From an optimization exercise on the open Yosys and OpenROAD flow, aimed at small area, a short achievable clock period and few clock cycles; shortcuts taken in it are not production practice.
In this exercise RTL edits were held to simulation tests only and were not proved equivalent to the original.

## build 15
// maxfinder
module maxfinder(clk, rst, start, x1, x2, x3, x4, eps, done, result);
input clk, start, rst;
input [4:0] x1, x2, x3, x4, eps;
output done;
output [4:0] result;
reg active;    
reg ph2;       
reg [3:0] v1, v2, v3, v4;
wire signed [4:0] a1, a2, a3, a4;
wire nactive = !active;
mf_sel sel1 (x1, {1'b0, v1}, nactive, active, a1);
mf_sel sel2 (x2, {1'b0, v2}, nactive, active, a2);
mf_sel sel3 (x3, {1'b0, v3}, nactive, active, a3);
mf_sel sel4 (x4, {1'b0, v4}, nactive, active, a4);
wire [3:0] n1, n2, n3, n4;
wire t1s1;
wire t1c2;
mf_fa t1f0 (a2[0], a3[0], a4[0], t1s1, t1c2);
wire t1s3;
wire t1c4;
mf_fa t1f1 (a2[1], a3[1], a4[1], t1s3, t1c4);
wire t1s5;
wire t1c6;
mf_fa t1f2 (a2[2], a3[2], a4[2], t1s5, t1c6);
wire t1s7;
wire t1c8;
mf_fa t1f3 (a2[3], a3[3], a4[3], t1s7, t1c8);
wire t1s9;
wire t1c10;
mf_fa t1f4 (a2[4], a3[4], a4[4], t1s9, t1c10);
wire [6:0] t1 = {t1s9, t1s9, t1s9, t1s7, t1s5, t1s3, t1s1} + {t1c10, t1c10, t1c8, t1c6, t1c4, t1c2, 1'b0};
wire p1_11;
assign p1_11 = eps[0] & t1[0];
wire p1_12;
assign p1_12 = eps[0] & t1[1];
wire p1_13;
assign p1_13 = eps[0] & t1[2];
wire p1_14;
assign p1_14 = eps[0] & t1[3];
wire p1_15;
assign p1_15 = eps[0] & t1[4];
wire p1_16;
assign p1_16 = eps[0] & t1[5];
wire p1_17;
assign p1_17 = ~(eps[0] & t1[6]);
wire p1_18;
assign p1_18 = eps[1] & t1[0];
wire p1_19;
assign p1_19 = eps[1] & t1[1];
wire p1_20;
assign p1_20 = eps[1] & t1[2];
wire p1_21;
assign p1_21 = eps[1] & t1[3];
wire p1_22;
assign p1_22 = eps[1] & t1[4];
wire p1_23;
assign p1_23 = eps[1] & t1[5];
wire p1_24;
assign p1_24 = ~(eps[1] & t1[6]);
wire p1_25;
assign p1_25 = eps[2] & t1[0];
wire p1_26;
assign p1_26 = eps[2] & t1[1];
wire p1_27;
assign p1_27 = eps[2] & t1[2];
wire p1_28;
assign p1_28 = eps[2] & t1[3];
wire p1_29;
assign p1_29 = eps[2] & t1[4];
wire p1_30;
  ...
Size in the first run: roughly 660 cells after synthesis, ~18 flip-flops, ~34 I/O pins.
==> flow/config.mk <==
export PLATFORM = sky130hd
export DESIGN_NAME = maxfinder
export DESIGN_NICKNAME = maxfinder
export VERILOG_FILES = /design/flow/design.v
export SDC_FILE = /design/flow/constraint.sdc
export NUM_CORES = 4
export LEC_CHECK = 0
export CAP_MARGIN = 20
export CORE_MARGIN = 2
export CORE_UTILIZATION = 40
export SETUP_SLACK_MARGIN = 2.4
export SLEW_MARGIN = 20
export SYNTH_HIERARCHICAL = 1
export SYNTH_MINIMUM_KEEP_SIZE = 0
==> flow/constraint.sdc <==
create_clock -name core_clock -period 9.0 [get_ports {clk}]
set_input_delay 1.8000 -clock core_clock [delete_from_list [all_inputs] [get_ports {clk}]]
set_output_delay 1.8000 -clock core_clock [all_outputs]
set_load 0.01 [all_outputs]
standard.sh (not shown) runs the stock make flow with config.mk's settings and CLKGATE_MAP_FILE= SYNTH_SCRIPT=/design/flow/synth_recipe.tcl, a recipe that flattens the netlist after the stock synthesis.
==> flow/flow/run.sh <==
#!/bin/bash
export BUFFER_PORTS_ARGS="-buffer_cell sky130_fd_sc_hd__buf_2"
cp standard.sh standard_copy.sh.txt
bash standard.sh > standard.log 2>&1
Build 15 went all the way through the flow, and no timing, DRC or antenna check failed.
Testbench counts of build 15, summed over its fixed seeds: cycles 3,201.
diff inputs: build 15 => build 39
- GPL_ROUTABILITY_DRIVEN newly set to 0
- SETUP_SLACK_MARGIN changed from 2.4 to 2.2
==> flow/flow/run.sh <==
#!/bin/bash
export BUFFER_PORTS_ARGS="-buffer_cell sky130_fd_sc_hd__buf_1"
bash standard.sh > standard.log 2>&1
[summary]
Both conditions hold for build 39: the flow ran to the end and the final layout passed the timing, design-rule and antenna checks.
Of build 39 and build 15, it is build 39 that has the lower hold slack.
Build 39 vs. build 15: first-iteration DRC count went down by about 40%.
Proportion of cell area occupied by registers: build 39 higher than build 15
Input changes introduced in build 81 (baseline for comparison: build 39):
- TNS_END_PERCENT newly set to 0
- GPL_ROUTABILITY_DRIVEN removed (was 0)
## What came out
- Higher proportion of layout cells with a drive suffix above 1 goes to build 39 over build 81.
- Compared build 81 against build 39; filler cell count in the final layout within noise.
- Growth of design area from synthesis to finish in build 81 vs build 39: down 0.22 points
- Diff build 39..build 81 | total of clock buffers placed in the layout | unchanged
- Measured against each other, build 39 and build 81 differ in met3 wirelength from detailed routing, the higher figure coming from build 81.
- Build 81 against build 39: average instance area after synthesis has remained practically unchanged; synthesized cell count has remained practically unchanged.
- Status: worst hold margin parity (build 39, build 81)
#### Input delta (build 30 over build 81)
- an added PLACE_DENSITY of 0.9
- a deleted TNS_END_PERCENT that had been 0
### Flow results
- Initial antenna violation count: build 30 vs build 81 identical
- Changes observed in build 30 relative to build 81: clock tree cell share of total cell area barely changed; end-of-flow core utilization climbed 0.41 points.
- Signed area change from the synthesized netlist to the final layout (build 30 over build 81): increase, 1.0 points
- Build 30 leaves more setup margin than build 81.
- In the tables for build 30 and build 81, met2 usage in global routing reads higher with build 81.
- Area: build 30 vs build 81 -> build 30 larger

maxfinder again, from the RTL that the note above started with.
// maxfinder
module maxfinder(clk, rst, start, x1, x2, x3, x4, eps, done, result);
input clk, start, rst;
input [4:0] x1, x2, x3, x4, eps;
output done;
output [4:0] result;
reg active;    
reg ph2;       
reg [3:0] v1, v2, v3, v4;
wire signed [4:0] a1, a2, a3, a4;
wire nactive = !active;
mf_sel sel1 (x1, {1'b0, v1}, nactive, active, a1);
mf_sel sel2 (x2, {1'b0, v2}, nactive, active, a2);
mf_sel sel3 (x3, {1'b0, v3}, nactive, active, a3);
mf_sel sel4 (x4, {1'b0, v4}, nactive, active, a4);
wire [3:0] n1, n2, n3, n4;
wire t1s1;
wire t1c2;
mf_fa t1f0 (a2[0], a3[0], a4[0], t1s1, t1c2);
wire t1s3;
wire t1c4;
mf_fa t1f1 (a2[1], a3[1], a4[1], t1s3, t1c4);
wire t1s5;
wire t1c6;
mf_fa t1f2 (a2[2], a3[2], a4[2], t1s5, t1c6);
wire t1s7;
wire t1c8;
mf_fa t1f3 (a2[3], a3[3], a4[3], t1s7, t1c8);
wire t1s9;
wire t1c10;
mf_fa t1f4 (a2[4], a3[4], a4[4], t1s9, t1c10);
wire [6:0] t1 = {t1s9, t1s9, t1s9, t1s7, t1s5, t1s3, t1s1} + {t1c10, t1c10, t1c8, t1c6, t1c4, t1c2, 1'b0};
wire p1_11;
assign p1_11 = eps[0] & t1[0];
wire p1_12;
assign p1_12 = eps[0] & t1[1];
wire p1_13;
assign p1_13 = eps[0] & t1[2];
wire p1_14;
assign p1_14 = eps[0] & t1[3];
wire p1_15;
assign p1_15 = eps[0] & t1[4];
wire p1_16;
assign p1_16 = eps[0] & t1[5];
wire p1_17;
assign p1_17 = ~(eps[0] & t1[6]);
wire p1_18;
assign p1_18 = eps[1] & t1[0];
wire p1_19;
assign p1_19 = eps[1] & t1[1];
wire p1_20;
assign p1_20 = eps[1] & t1[2];
wire p1_21;
assign p1_21 = eps[1] & t1[3];
wire p1_22;
assign p1_22 = eps[1] & t1[4];
wire p1_23;
assign p1_23 = eps[1] & t1[5];
  ...
export LEC_CHECK = 0
export CAP_MARGIN = 20
export CORE_MARGIN = 2
export CORE_UTILIZATION = 40
export SETUP_SLACK_MARGIN = 2.1
export SLEW_MARGIN = 20
export SYNTH_HIERARCHICAL = 1
export SYNTH_MINIMUM_KEEP_SIZE = 0
create_clock -name core_clock -period 9.0 [get_ports {clk}]
==> flow/flow/run.sh <==
#!/bin/bash
export BUFFER_PORTS_ARGS="-buffer_cell sky130_fd_sc_hd__buf_1"
bash standard.sh > standard.log 2>&1
The first run completed without violations.
Testbench counts at the start, summed over its fixed seeds: cycles 3,201.
Change:
CORE_UTILIZATION = 60   (was 40)
SETUP_SLACK_MARGIN = 2.2   (was 2.1)
=> Cell count went down by 8.9%. Fmax is higher by 1.1%. Synthesized area does not change. Wire length went down by 0.75%. Design area fell by 1.5%.

port drivers added, routing unchanged:
The flow's constraints put no driver on any port. The routed layouts listed below were extracted and timed again, unchanged, in two steps. Step 1 (the two cells are an assumption about what drives the block):
set clk [get_ports {clk}]
set_driving_cell -lib_cell sky130_fd_sc_hd__clkbuf_16 $clk
set_driving_cell -lib_cell sky130_fd_sc_hd__buf_2 [delete_from_list [all_inputs] $clk]
Step 2 adds t to the input delays and takes it off the output delays; t is the mean of the earliest and latest rising clock arrival at the registers after step 1. Input paths then give back, and output paths get back, about the clock's delay inside the block. a / b / c = ideal ports / drivers / drivers and shift; a / b = the first two.
run | t, ns | slack for setup (ns) | worst data-port slew with drivers (ns)
build 15 | 0.284 | 2.539 / 2.525 / 2.241 | 0.06
build 39 | 0.284 | 2.425 / 2.431 / 2.146 | 0.03
build 81 | 0.287 | 2.425 / 2.434 / 2.146 | 0.03
build 30 | 0.286 | 2.430 / 2.440 / 2.154 | 0.04
the first run of note 2 | 0.284 | 2.353 / 2.358 / 2.074 | 0.03
the second run of note 2 | 0.284 | 2.428 / 2.433 / 2.149 | 0.04
After both steps every run listed still meets setup and hold. For build 15, which loses most, drivers alone change the setup slack by -0.014 ns; drivers and shift together by -0.298 ns.
